This design comes from an exercise in tuning for small area and a short achievable clock period on the open sky130 flow, not from production work.
No run shown here included a check of the RTL's function; only the layout flow was run.
Power is estimated from default activity; no workload was simulated.

==> flow/run.sh <==
#!/bin/bash
# synth_recipe.tcl (not shown) runs the flow's synth.tcl, then flattens the netlist and writes it again
# the make line also repeats each setting of config.mk as NAME=value (left out here)
make -C /OpenROAD-flow-scripts/flow DESIGN_CONFIG=/design/flow/config.mk WORK_HOME=/design/flow/orfs CLKGATE_MAP_FILE= SYNTH_SCRIPT=/design/flow/synth_recipe.tcl finish
==> flow/config.mk <==
export PLATFORM = sky130hd
export DESIGN_NAME = cpu
export DESIGN_NICKNAME = cpu
export VERILOG_FILES = /design/flow/design.v
export SDC_FILE = /design/flow/constraint.sdc
export NUM_CORES = 4
export LEC_CHECK = 0
export CAP_MARGIN = 20
export CORE_MARGIN = 2
export CORE_UTILIZATION = 40
export SLEW_MARGIN = 20
==> flow/constraint.sdc <==
create_clock -name core_clock -period 10.0 [get_ports {clk}]
set_input_delay 2.0000 -clock core_clock [delete_from_list [all_inputs] [get_ports {clk}]]
set_output_delay 2.0000 -clock core_clock [all_outputs]
set_load 0.01 [all_outputs]
==> flow/design.v <==
module cpu(
        input clk,
        input reset,
        input [31:0] op_code,
        output reg [31:0] im_addr
    );
    wire [6:0] opc = op_code[6:0];
    wire [2:0] f3  = op_code[14:12];
    wire [6:0] f7  = op_code[31:25];
    wire [4:0] rd  = op_code[11:7];
    wire [4:0] rs1 = op_code[19:15];
    wire [4:0] rs2 = op_code[24:20];
    wire is_op    = opc == 7'b0110011;
    wire is_imm   = opc == 7'b0010011;
    wire is_lui   = opc == 7'b0110111;
    wire is_auipc = opc == 7'b0010111;
    wire is_jal   = opc == 7'b1101111;
    wire is_jalr  = opc == 7'b1100111;
    wire is_br    = opc == 7'b1100011;
    wire is_sys   = opc == 7'b0000011 || opc == 7'b1110011 || opc == 7'b0001111;
    wire f7_0  = f7 == 7'b0000000;
    wire f7_32 = f7 == 7'b0100000;
    wire arith = is_imm || (is_op && (f7_0 || (f7_32 && (f3 == 3'd0 || f3 == 3'd5))));
    wire rd_e  = is_op || is_imm || is_lui || is_auipc || is_jal || is_jalr || is_sys;
    wire we    = rd_e && rd != 5'd0;
    wire use2  = is_op || is_br;
    reg [31:0] imm;
    always @(*) begin
        if (is_imm || is_jalr)
            imm = {{20{op_code[31]}}, op_code[31:20]};
        else if (is_br)
            imm = {{20{op_code[31]}}, op_code[7], op_code[30:25], op_code[11:8], 1'b0};
        else if (is_jal)
            imm = {{12{op_code[31]}}, op_code[19:12], op_code[20], op_code[30:21], 1'b0};
        else
            imm = {op_code[31:12], 12'b0};
    end
    reg        rst_q;
    reg [31:0] imm_q;
    reg [31:1] s1_q, s2_q;      
    reg        f1_q, f2_q;      
    reg        imm2_q;          
    reg [4:0]  rd_q;
    reg        we_q;
    reg        add_q, sll_q, slt_q, sltu_q, xor_q, sr_q, or_q, and_q;
    reg        lui_q, auipc_q, link_q, dead_q, sub_q, sra_q;
    reg        jal_q, jalr_q, beq_q, blt_q, bltu_q, binv_q;
    reg [31:0] res_q;
    reg [4:0]  wrd_q;
    reg        wwe_q;
    wire fwd1 = we_q && rs1 == rd_q;
    wire fwd2 = we_q && rs2 == rd_q && use2;
    integer k;
    always @(posedge clk) begin
        rst_q  <= reset;
        imm_q  <= imm;
        for (k = 1; k < 32; k = k + 1) begin
            s1_q[k] <= rs1 == k && !fwd1;
            s2_q[k] <= rs2 == k && use2 && !fwd2;
        end
        f1_q   <= fwd1;
        f2_q   <= fwd2;
        imm2_q <= is_imm || is_jalr;
        rd_q   <= rd;
        we_q   <= we;
        add_q  <= arith && f3 == 3'd0;
        sll_q  <= arith && f3 == 3'd1;
        slt_q  <= arith && f3 == 3'd2;
        sltu_q <= arith && f3 == 3'd3;
        xor_q  <= arith && f3 == 3'd4;
        sr_q   <= arith && f3 == 3'd5;
        or_q   <= arith && f3 == 3'd6;
        and_q  <= arith && f3 == 3'd7;
        lui_q  <= is_lui;
        auipc_q <= is_auipc;
        link_q <= is_jal || is_jalr;
        dead_q <= is_sys;
        sub_q  <= (is_op && f7_32 && f3 == 3'd0) || (arith && (f3 == 3'd2 || f3 == 3'd3)) || is_br;
        sra_q  <= is_op && f7_32 && f3 == 3'd5;
        jal_q  <= is_jal;
        jalr_q <= is_jalr;
        beq_q  <= is_br && f3[2:1] == 2'b00;
        blt_q  <= is_br && f3[2:1] == 2'b10;
        bltu_q <= is_br && f3[2:1] == 2'b11;
        binv_q <= f3[0];
    end
    reg [31:0] rf [1:31];
    always @(posedge clk) begin
        if (wwe_q) rf[wrd_q] <= res_q;
    end
    reg [31:0] a, b;
    integer i;
    always @(*) begin
        a = {32{f1_q}} & res_q;
        b = ({32{f2_q}} & res_q) | ({32{imm2_q}} & imm_q);
        for (i = 1; i < 32; i = i + 1) begin
            a = a | ({32{s1_q[i]}} & rf[i]);
            b = b | ({32{s2_q[i]}} & rf[i]);
        end
    end
    wire [31:0] bx = b ^ {32{sub_q}};
    wire [32:0] sum = {1'b0, a} + {1'b0, bx} + {32'b0, sub_q};
    wire ltu = !sum[32];
    wire lt  = (a[31] ^ b[31]) ? a[31] : sum[31];
    wire eq  = a == b;
    reg [31:0] a_rev, shl;
    always @(*) for (i = 0; i < 32; i = i + 1) a_rev[i] = a[31 - i];
    wire [31:0] sh_in = sll_q ? a_rev : a;
    wire [31:0] shr = $signed({sra_q & a[31], sh_in}) >>> b[4:0];
    always @(*) for (i = 0; i < 32; i = i + 1) shl[i] = shr[31 - i];
    wire [31:0] pc4   = im_addr + 32'd4;
    wire [31:0] pcimm = im_addr + imm_q;
    wire [31:0] res =
          ({32{add_q}}   & sum[31:0])
        | ({32{slt_q}}   & {31'b0, lt})
        | ({32{sltu_q}}  & {31'b0, ltu})
        | ({32{xor_q}}   & (a ^ b))
        | ({32{or_q}}    & (a | b))
        | ({32{and_q}}   & (a & b))
        | ({32{sll_q}}   & shl)
        | ({32{sr_q}}    & shr)
        | ({32{lui_q}}   & imm_q)
        | ({32{auipc_q}} & pcimm)
        | ({32{link_q}}  & pc4)
        | ({32{dead_q}}  & 32'hdeadbeef);
    wire taken = (beq_q && (eq ^ binv_q)) || (blt_q && (lt ^ binv_q)) || (bltu_q && (ltu ^ binv_q));
    always @(posedge clk) begin
        res_q <= res;
        wrd_q <= rd_q;
        wwe_q <= we_q;
        if (rst_q)       im_addr <= 32'h00010000;
        else if (jalr_q) im_addr <= sum[31:0];
        else if (jal_q || taken) im_addr <= pcimm;
        else             im_addr <= pc4;
    end
endmodule
==> results.ini, run 1 <==
[status]
status=complete, no violations

[grt]
overflow=0
grt_max_degree=41
gr-usage-all-layers_pct=38.9
grt_pass1_wl_um=378000
grt_antenna_before_repair=11
grt_pass1_vias=45200

[detailed_routing]
antenna_left=0
drt_iter0_drc=11000
drt_pass1_iterations=12
vias=48400
post_drt_wl_per_cell_um=44.6
route.detailed.drc=0
wirelength_um=283000
via_per_inst=7.62

[clock_tree]
htreeDepth=3
clkSinkCount=1186
ctsRootBufferMaster=clkbuf_16
cts-buffers-inserted=120
cts_resized=0
post-cts-setup-buffer-count=0
clkLatencyLatePin_ps=800
clockBufferDepth=3
cts_hold_buf=0
tritoncts=built
clk_pin_slew_ps=60

[yosys]
synth_top_family_by_area=compound AO/OA/AOI/OAI gates
netlist_area_um2=55400
synth_nets=4531
synth_ff_type=edfxtp_1
ys.warnings.count=1
avgSynthCellArea_um2=12.7
synth_xor_area_share_pct=2.07
syn_inst=4368
synth_common_cells=edfxtp_1, a22oi_1, clkbuf_1
synthAdderAreaFrac_pct=2.94
synth_top_area_cell=edfxtp_1
synth_top_area_share_pct=53.8
ys_seq_area_share_pct=60.8
synthSimpleGateAreaFrac_pct=8.70
synth_compound_area_share_pct=20.7
synthTopCellsByArea=edfxtp_1, a22oi_1, dfxtp_1
yosysMostFrequentCell=edfxtp_1
ys_ff_latch=1186
synth_cell_types=84
synth_edf_count=992
synth.mux.area_fraction_pct=2.14
synthArstFlopShare_pct=0

[floorplan]
start_util_pct=40.3
rows=136
die_w_um=376
die_area_um2=141000
core_um2=137000
fp.dieH_um=376
num_io_pins=66

[layout]
fin_nets=4609
fin_util_pct=45.7
seq_area_um2=33800
fin_cells=6354
stdcell_area_um2=62800
fillCellCount=12400
drive_above_1_share_pct=11.7
multi_input_comb_area_um2=20500
syn_to_final_growth_pct=13.4

[setup_path]
cpMaxStageDelayCell=nand3_1
critPathLaunch=s2_q[20]$_DFF_P_
path_max_fanout=40
cp_slowest_stage_delay_ps=790
worstPathRequired_ps=10590
cp-start-kind=register
worstSetupPathType=reg2reg
worstPathCellList=buf_4 > a221oi_1 > nand3_1 > nor3_1 > nand3_1 > inv_1 > xnor2_1 > ha_1 > and2_1 > a221oi_2 > a311oi_1 > a311oi_2 > o2111ai_2 > a311oi_2 > o211a_1 > o21bai_1 > a311oi_4 > buf_4 > nor3_1 > a2111oi_1
rrSetupSlack_ps=2680
arrival_ps=7900
end_kind=register
r2r-start=s2_q[20]$_DFF_P_

[sta]
whs_ps=364
fin_worst_skew_ps=101
fin_crit_sh_pct=73.2
period_minus_slack_ps=7320
final.setup.tns_ps=0
slew_viol_final=0
setup_violations=0
max_freq_mhz=137
rsz0062_at_grt=false
relSlewSlack_pct=10.5
hold_viol=0
setup_slack_ps=2680
tightestPinTransition_ps=1340

[power_and_ir_drop]
pwr_density_cell_nw_per_um2=171
p_int_mw=8.10
power_frac_comb_pct=7.8
finalPower_mw=10.8
vdd_drop_max_uv=174
clkPwrFrac_pct=41.9
p_leak_nw=21.2
swShare_pct=24.8
p_sw_mw=2.67
seqPwrFrac_pct=50.3

[placed_design]
post-place-cells=6118
gp_congestion=0.977
pre_cts_ws_ps=2970
placed_area_um2=58900
io_buffers=65
hpwl_um=159000

[run]
drv_cap=0

[hold_path]
min_from=we_q$_DFF_P_
min_path_type=reg2reg

[worst max-delay path: cells and delay by family (launching register included)]
family,cells,cell delay [ps]
AOI/OAI and AO/OA,10,3180
xor gates and xnor gates,1,130
adders and majority gates,1,360
buffers and inverters,3,1590
DFF,1,310
and+or+nand+nor,5,1490
[cells in the final DEF (no fill, tap or decap), types with 16 or more instances in the layout]
| master | Yosys | final |
|---|---|---|
| edfxtp_1 | 992 | 992 |
| a22oi_1 | 776 | 776 |
| nand4_1 | 209 | 209 |
| nand2_1 | 208 | 208 |
| buf_4 | 2 | 182 |
| nor2_1 | 202 | 169 |
| a221oi_1 | 150 | 150 |
| ha_1 | 127 | 127 |
| dfxtp_1 | 194 | 127 |
| a22o_1 | 123 | 123 |
| clkbuf_16 | 0 | 121 |
| nand3_1 | 105 | 105 |
| o21ai_0 | 94 | 94 |
| xnor2_1 | 90 | 90 |
| a21oi_1 | 87 | 87 |
| inv_1 | 85 | 85 |
| dfxtp_2 | 0 | 67 |
| clkdlybuf4s50_1 | 0 | 65 |
| nor3_1 | 64 | 64 |
| mux2i_1 | 51 | 51 |
| nor4_1 | 45 | 41 |
| a222oi_1 | 40 | 40 |
| xor2_1 | 38 | 38 |
| clkbuf_1 | 238 | 34 |
| a21o_1 | 33 | 33 |
| o211ai_1 | 33 | 33 |
| nor2_4 | 1 | 32 |
| mux4_2 | 28 | 28 |
| clkinv_2 | 0 | 27 |
| o2111ai_1 | 22 | 22 |
| and3_1 | 21 | 21 |
| nor2b_1 | 21 | 21 |
| nand2b_1 | 18 | 18 |
| a211oi_1 | 16 | 16 |
[routing by layer]
metal / global-route usage [%] / share of wire [%] / vias up
li1: - / - / 18200
met1: 47.3 / 34 / 23400
met2: 55.3 / 41 / 5309
met3: 18.3 / 17 / 1543
met4: 24.3 / 8.2 / 18
met5: 0.583 / 0.079 / -
[final cells by class]
class | instances | area share (%)
repair buffers | 247 | 3.21
well taps | 1794 | 3.57
multi-input cells | 2802 | 32.6
clock buffers | 167 | 5.27
clock inverters | 59 | 0.962
diodes | 10 | 0.0399
inverters | 89 | 0.532
flip-flops and latches | 1186 | 53.8
[flip-flops by register name, indices dropped and copies added, names as in the netlist, 5 cells and up]
register and count:
rf 992, im_addr 32, imm_q 32, res_q 32, s1_q 31, s2_q 31, rd_q 5, wrd_q 5
[final timing paths]
| kind | endpoint | cells past startpoint |
|---|---|---|
| setup / recovery | im_addr[11]$_SDFF_PP0_ | 20 |
| hold / removal | wwe_q$_DFF_P_ | 0 |
| setup reg to reg | im_addr[11]$_SDFF_PP0_ | 20 |
| hold reg to reg | wwe_q$_DFF_P_ | 0 |
[cell families after synthesis]
family | after synthesis
compound gates | 1506
flops | 1186
simple gates | 955
buf+inv | 380
xor+xnor | 129
fa+ha+maj | 129
mux | 83
[power groups by stage]
stage | Sequential (mW) | Combinational, mW | Clock (mW)
after global routing | 5.41 | 0.870 | 4.70
after detailed placement | 5.51 | 0.797 | 0
final | 5.41 | 0.843 | 4.51
after floorplan | 5.48 | 0.433 | 0
after global placement | 5.51 | 0.797 | 0
after CTS | 5.41 | 0.802 | 4.51
==> run 2, diff against run 1 <==
--- a/flow/config.mk
+++ b/flow/config.mk
@@ -10,2 +10,3 @@
 export CORE_UTILIZATION = 40
+export SETUP_SLACK_MARGIN = 5
 export SLEW_MARGIN = 20
==> results.ini, run 2 <==
[grt]
overflow=0  ; unchanged
grt_max_degree=39  ; -4.9%
grt_antenna_before_repair=22  ; +11
grt_pass1_wl_um=388000  ; +2.8%
grt_pass1_vias=46000  ; +1.9%
gr-usage-all-layers_pct=40.1  ; +1.2 points

[power_and_ir_drop]
pwr_density_cell_nw_per_um2=164  ; -4.5%
vdd_drop_max_uv=179  ; +2.5%
p_leak_nw=22.6  ; +6.8%

[status]
status=complete, no violations

[setup_path]
worstPathCellList=buf_6 > a22oi_1 > nand4_1 > nor4_1 > buf_4 > inv_1 > ha_1 > and4_4 > nand2_1 > a311oi_2 > a311oi_2 > buf_4 > o2111ai_4 > a311oi_4 > o211a_1 > o21bai_2 > a311oi_4 > buf_6 > buf_12 > clkbuf_16 > or2_2 > a311oi_1
worstPathRequired_ps=10630  ; +40 ps
rrSetupSlack_ps=4810  ; +2120 ps
path_max_fanout=32  ; -20%
cp_slowest_stage_delay_ps=450  ; -340 ps
worstSetupPathType=reg2reg
arrival_ps=5820  ; -2080 ps
cp-start-kind=register
critPathLaunch=s1_q[24]$_DFF_P_
end_kind=register
r2r-start=s1_q[24]$_DFF_P_
cpMaxStageDelayCell=nor4_1

[clock_tree]
htreeDepth=3  ; unchanged
tritoncts=built
cts_hold_buf=0  ; unchanged
clkSinkCount=1186  ; unchanged
ctsRootBufferMaster=clkbuf_16
clkLatencyLatePin_ps=810  ; about the same
clk_pin_slew_ps=60  ; about the same
cts-buffers-inserted=120  ; unchanged
clockBufferDepth=3  ; unchanged

[sta]
whs_ps=373  ; +9.72 ps
hold_viol=0  ; unchanged
fin_worst_skew_ps=106  ; +4.42 ps
slew_viol_final=0  ; unchanged
fin_crit_sh_pct=51.9  ; -21 points
setup_violations=0  ; unchanged
relSlewSlack_pct=21.5  ; +11 points
tightestPinTransition_ps=1180  ; -165 ps
final.setup.tns_ps=0  ; unchanged
max_freq_mhz=193  ; +41%
period_minus_slack_ps=5190  ; -2120 ps
rsz0062_at_grt=true

[yosys]
netlist_area_um2=55400  ; unchanged
synth_ff_type=edfxtp_1
ys_ff_latch=1186  ; unchanged
synth_common_cells=edfxtp_1, a22oi_1, clkbuf_1
synth_nets=4531  ; unchanged
synth_cell_types=84  ; unchanged
avgSynthCellArea_um2=12.7  ; unchanged
ys.warnings.count=1  ; unchanged
yosysMostFrequentCell=edfxtp_1
syn_inst=4368  ; unchanged
synth_top_area_cell=edfxtp_1
synth_top_area_share_pct=53.8  ; unchanged
synth_edf_count=992  ; unchanged
synthArstFlopShare_pct=0  ; unchanged
ys_seq_area_share_pct=60.8  ; unchanged
synthTopCellsByArea=edfxtp_1, a22oi_1, dfxtp_1

[layout]
layout_commonest_cell=edfxtp_1
final_cell_mix=edfxtp_1, a22oi_1, buf_4
stdcell_area_um2=66300  ; +5.6%
drive_above_1_share_pct=18.2  ; +6.6 points
largest_reg_flops=992  ; unchanged
syn_to_final_growth_pct=19.8
regMostFlops=rf
fin_nets=4778  ; +3.7%

[floorplan]
fp.dieH_um=376  ; unchanged
start_util_pct=40.3  ; unchanged
num_io_pins=66  ; unchanged
rows=136  ; unchanged
die_area_um2=141000  ; unchanged
die_w_um=376  ; unchanged
core_um2=137000  ; unchanged

[detailed_routing]
post_drt_wl_per_cell_um=45.1  ; +1.1%
drt_iter0_drc=11700  ; +6.7%
wirelength_um=295000  ; +4.1%
vias=50400  ; +4.2%
via_per_inst=7.71  ; +1.2%
antenna_left=0  ; unchanged
drt_pass1_iterations=14  ; +2
route.detailed.drc=0  ; unchanged

[hold_path]
min_path_type=reg2reg
min_from=rd_q[2]$_DFF_P_

[placed_design]
placed_area_um2=58900  ; unchanged
hpwl_um=159000  ; unchanged
gp_congestion=0.977  ; unchanged
io_buffers=65  ; unchanged

[run]
drv_cap=0  ; unchanged

==> run 2: cell type report <==
cell class	count	area [um^2]
Clock inverter	59	604
Multi-Input combinational cell	2803	21500
Fill cell	12100	71200
Sequential cell	1186	33800
Antenna cell	30	75.1
Inverter	89	350
Tap cell	1794	2240
Clock buffer	167	3310
Timing Repair Buffer	415	4460
==> run 2: logic make-up after synthesis <==
group,count (synthesis),share of synthesized area (%)
AOI/OAI and AO/OA,1506,20.7
DFF,1186,60.8
and+or+nand+nor,955,8.70
buffers and inverters,380,2.64
xor gates and xnor gates,129,2.07
adders and majority gates,129,2.94
muxes,83,2.14
==> run 2: what timing repair did <==
item	CTS	global route
pin swaps	51	55
endpoints found under the setup margin	59	42
gates cloned	11	7
gates resized for setup	307	74
endpoints found under the hold margin	0	0
setup buffers	106	45
==> run 2: metal layers <==
layer | GRT usage, % | share of wire (%) | routed length [um] | vias to the layer above
met5 | 0.755 | 0.14 | 419 | -
met4 | 28.0 | 9.6 | 28400 | 26
met2 | 56.2 | 40 | 117000 | 5981
met3 | 19.6 | 17 | 51400 | 1866
li1 | - | - | - | 18500
met1 | 47.9 | 33 | 97500 | 24000
==> run 2: worst paths after layout <==
path,end,depth (start not counted)
setup / recovery,im_addr[24]$_SDFF_PP0_,22
hold / removal,wrd_q[2]$_DFF_P_,0
setup reg to reg,im_addr[24]$_SDFF_PP0_,22
hold reg to reg,wrd_q[2]$_DFF_P_,0
==> run 2: power by group <==
part           switching (mW)  leakage, nW  internal (mW)
logic                   0.600         9.70          0.327
registers              0.0714         11.0           5.33
clock network            2.04         1.91           2.48
total                    2.71         22.6           8.14
==> run 2: metrics by stage <==
stage / power, mW / utilization, % / setup slack, ps / std cells
after floorplan: 5.92 / - / 5210 / 4368
after detailed placement: 6.31 / 42.8 / 2970 / 6118
after CTS: 10.8 / 47.5 / 4970 / 6461
after global placement: 6.31 / 42.8 / 2900 / 6118
after global routing: 11.1 / 48.2 / 4770 / 6516
final: 10.9 / 48.2 / 4810 / 6543
==> run 2: critical path, delay by kind of cell, from the launching register on <==
kind                       cells  cell delay, ps
AOI/OAI and AO/OA              9            1800
DFF                            1             320
buffers and inverters          7            1230
and+or+nand+nor                5            1230
adders and majority gates      1             320
==> run 3, diff against run 2 <==
==> flow/flow/run.sh (new file) <==
#!/bin/bash
# Standard ORFS layout, with repair_timing aiming for more setup slack than the
# period needs (the SDC and clock period are the standard flow's, unchanged).
set -euo pipefail
bash standard.sh SETUP_SLACK_MARGIN=6.5 finish > standard.log 2>&1
==> flow/standard.sh (new file) <==
#!/bin/bash
# synth_recipe.tcl (not shown) runs the flow's synth.tcl, then flattens the netlist and writes it again
# the make line also repeats each setting of config.mk as NAME=value (left out here)
make -C /OpenROAD-flow-scripts/flow DESIGN_CONFIG=/design/flow/config.mk WORK_HOME=/design/flow/orfs CLKGATE_MAP_FILE= SYNTH_SCRIPT=/design/flow/synth_recipe.tcl "${@:-finish}"
--- a/flow/config.mk
+++ b/flow/config.mk
@@ -10,3 +10,2 @@
 export CORE_UTILIZATION = 40
-export SETUP_SLACK_MARGIN = 5
 export SLEW_MARGIN = 20
removed: flow/run.sh
==> results.ini, run 3 <==
[detailed_routing]
route.detailed.drc=0  ; unchanged
post_drt_wl_per_cell_um=46.3  ; +2.7%
wirelength_um=311000  ; +5.3%
vias=52600  ; +4.4%
antenna_left=0  ; unchanged
drt_pass1_iterations=14  ; unchanged
via_per_inst=7.84  ; +1.7%
drt_iter0_drc=12700  ; +8.0%

[floorplan]
fp.dieH_um=376  ; unchanged
core_um2=137000  ; unchanged
num_io_pins=66  ; unchanged
die_area_um2=141000  ; unchanged
start_util_pct=40.3  ; unchanged
rows=136  ; unchanged
die_w_um=376  ; unchanged

[grt]
grt_antenna_before_repair=39  ; +77%
grt_pass1_wl_um=410000  ; +5.6%
use_met1_pct=48.3  ; +0.43 points
gr-usage-all-layers_pct=42.4  ; +2.3 points
overflow=0  ; unchanged
grt_max_degree=34  ; -13%
use_met3_pct=24.9  ; +5.3 points
grt-busiest-layer=met2
grt_use_met2_pct=57.3  ; +1.0 points
grt_pass1_vias=48400  ; +5.2%

[placed_design]
io_buffers=65  ; unchanged
pre_cts_ws_ps=3520  ; +556 ps
gp_congestion=1.01  ; +3.4%
placed_area_um2=59100  ; +0.36%
hpwl_um=174000  ; +9.1%
post-place-cells=6122  ; +0.065%

[yosys]
synth_nets=4531  ; unchanged
synth_common_cells=edfxtp_1, a22oi_1, clkbuf_1
synth.mux.area_fraction_pct=2.14  ; unchanged
synth_ff_type=edfxtp_1
yosysMostFrequentCell=edfxtp_1
synth_compound_area_share_pct=20.7  ; unchanged
ys_ff_latch=1186  ; unchanged
ys.warnings.count=1  ; unchanged
synth_top_area_cell=edfxtp_1
synthAdderAreaFrac_pct=2.94  ; unchanged
synth_top_area_share_pct=53.8  ; unchanged
synth_edf_count=992  ; unchanged
syn_inst=4368  ; unchanged
netlist_area_um2=55400  ; unchanged
synth_top_family_by_area=compound AO/OA/AOI/OAI gates
synth_cell_types=84  ; unchanged
synthTopCellsByArea=edfxtp_1, a22oi_1, dfxtp_1
ys_seq_area_share_pct=60.8  ; unchanged
avgSynthCellArea_um2=12.7  ; unchanged
synth_xor_area_share_pct=2.07  ; unchanged
synthArstFlopShare_pct=0  ; unchanged
synthSimpleGateAreaFrac_pct=8.70  ; unchanged

[clock_tree]
cts_hold_buf=0  ; unchanged
tritoncts=built
clk_pin_slew_ps=70  ; about the same
clockBufferDepth=3  ; unchanged
clkLatencyLatePin_ps=820  ; about the same
clkSinkCount=1186  ; unchanged
cts-buffers-inserted=120  ; unchanged
ctsRootBufferMaster=clkbuf_16
htreeDepth=3  ; unchanged

[layout]
stdcell_area_um2=70600  ; +6.5%
fin_util_pct=51.4  ; +3.1 points
fin_nets=4943  ; +3.5%
syn_to_final_growth_pct=27.6
largest_reg_flops=992  ; unchanged
layout_commonest_cell=edfxtp_1
drive_above_1_share_pct=26.6  ; +8.4 points
final_cell_mix=edfxtp_1, a22oi_1, buf_4
regMostFlops=rf
fin_cells=6713  ; +2.6%

[sta]
final.setup.tns_ps=0  ; unchanged
fin_crit_sh_pct=51.6  ; -0.31 points
setup_slack_ps=4840  ; +31.3 ps
max_freq_mhz=194  ; +0.61%
whs_ps=392  ; +18.3 ps
tightestPinTransition_ps=1210  ; +27.9 ps
hold_viol=0  ; unchanged
relSlewSlack_pct=19.6  ; -1.9 points
period_minus_slack_ps=5160  ; -31.3 ps
setup_violations=0  ; unchanged
slew_viol_final=0  ; unchanged
fin_worst_skew_ps=91.1  ; -14.7 ps
rsz0062_at_grt=true

[setup_path]
arrival_ps=5760  ; -60 ps
path_max_fanout=7  ; -78%
cpMaxStageDelayCell=dfxtp_4
worstSetupPathType=reg2reg
cp_slowest_stage_delay_ps=430  ; -20 ps
end_kind=register
worstPathRequired_ps=10600  ; -30 ps
path_common_cell=a21oi_1
cp-start-kind=register
worstPathCellList=bufbuf_16 > buf_4 > a22oi_1 > nand4_1 > nor3_2 > nand2_4 > xnor2_4 > ha_4 > a21oi_4 > o21bai_1 > a21oi_1 > o21ai_2 > a211oi_2 > nand2b_4 > o21ai_4 > xnor3_1 > a311oi_4 > buf_6 > buf_12 > buf_16 > mux2i_1 > a21oi_1

[status]
status=complete, no violations

[power_and_ir_drop]
p_leak_nw=24.6  ; +8.9%
finalPower_mw=11.4  ; +4.8%
vdd_drop_max_uv=159  ; -11%
pwr_density_cell_nw_per_um2=161  ; -1.6%

[hold_path]
min_path_type=reg2reg

[run]
drv_cap=0  ; unchanged

run 3: cell counts after synthesis:
No cell type changed its count.
run 3: logic make-up (layout without fill, tap and decap cells):
family / Yosys count / in the layout
flops: 1186 / 1186
mux: 83 / 83
fa+ha+maj: 129 / 129
buf+inv: 380 / 897
xor+xnor: 129 / 129
simple gates: 955 / 955
compound gates: 1506 / 1506
other cells: 0 / 34
run 3: layer usage:
layer / part of all wire, % / vias up
li1: - / 18900
met4: 11 / 71
met3: 18 / 2251
met1: 32 / 25200
met5: 0.46 / -
met2: 38 / 6253
run 3: final timing paths:
kind	startpoint	endpoint	slack [ps]	depth (start not counted)
hold reg to reg	we_q$_DFF_P_	wwe_q$_DFF_P_	390	0
hold / removal	we_q$_DFF_P_	wwe_q$_DFF_P_	390	0
setup reg to reg	s2_q[20]$_DFF_P_	im_addr[8]$_SDFF_PP0_	4840	22
setup / recovery	s2_q[20]$_DFF_P_	im_addr[8]$_SDFF_PP0_	4840	22
run 3: power breakdown:
part           switching (mW)  internal, mW  total (mW)
logic                   0.653         0.407        1.06
registers              0.0907          5.33        5.42
clock network            2.08          2.82        4.90
total                    2.83          8.56        11.4
run 3: repair_timing:
action / CTS / global route
gates cloned: 30 / 2
endpoints found under the setup margin: 156 / 98
gates resized for setup: 692 / 174
setup buffers: 251 / 47
pin swaps: 98 / 98
run 3: critical path: cells and delay by family, from the launching register on:
kind | cells | cell delay, ps
AO/OA/AOI/OAI | 9 | 1900
buffers and inverters | 5 | 880
AND/OR/NAND/NOR | 4 | 750
XOR/XNOR | 2 | 510
flip-flops | 1 | 430
adder cells (fa/ha/maj) | 1 | 310
multiplexers | 1 | 190
run 3: final cells by class:
cell class,instances,area [um^2]
Fill cell,11600,66800
Timing Repair Buffer,581,6810
Tap cell,1794,2240
Antenna cell,34,85.1
Clock buffer,152,3280
Clock inverter,75,1000
Sequential cell,1186,33900
Inverter,89,363
Multi-Input combinational cell,2802,22900

## static timing again, ports no longer ideal
Ports are ideal in the flow. The routed layouts listed here were re-timed in OpenROAD. Step 1 assumes that a clkbuf_16 drives the clock port and a buf_2 every other input. Step 2 times the ports against the registers' clock, not the clock port: input delays grow and output delays shrink by t, the midpoint of the rising clock arrivals with the driver on. Slacks: ideal / step 1 / step 2; pairs: ideal / step 1.
run | shift t [ns] | setup WS [ns] | worst setup path after step 2
run 1 | 0.830 | 2.684 / 2.684 / 2.684 | register to register
run 2 | 0.838 | 4.807 / 4.807 / 4.807 | register to register
run 3 | 0.848 | 4.838 / 4.838 / 4.838 | register to register
After both steps every run listed still meets setup and hold.
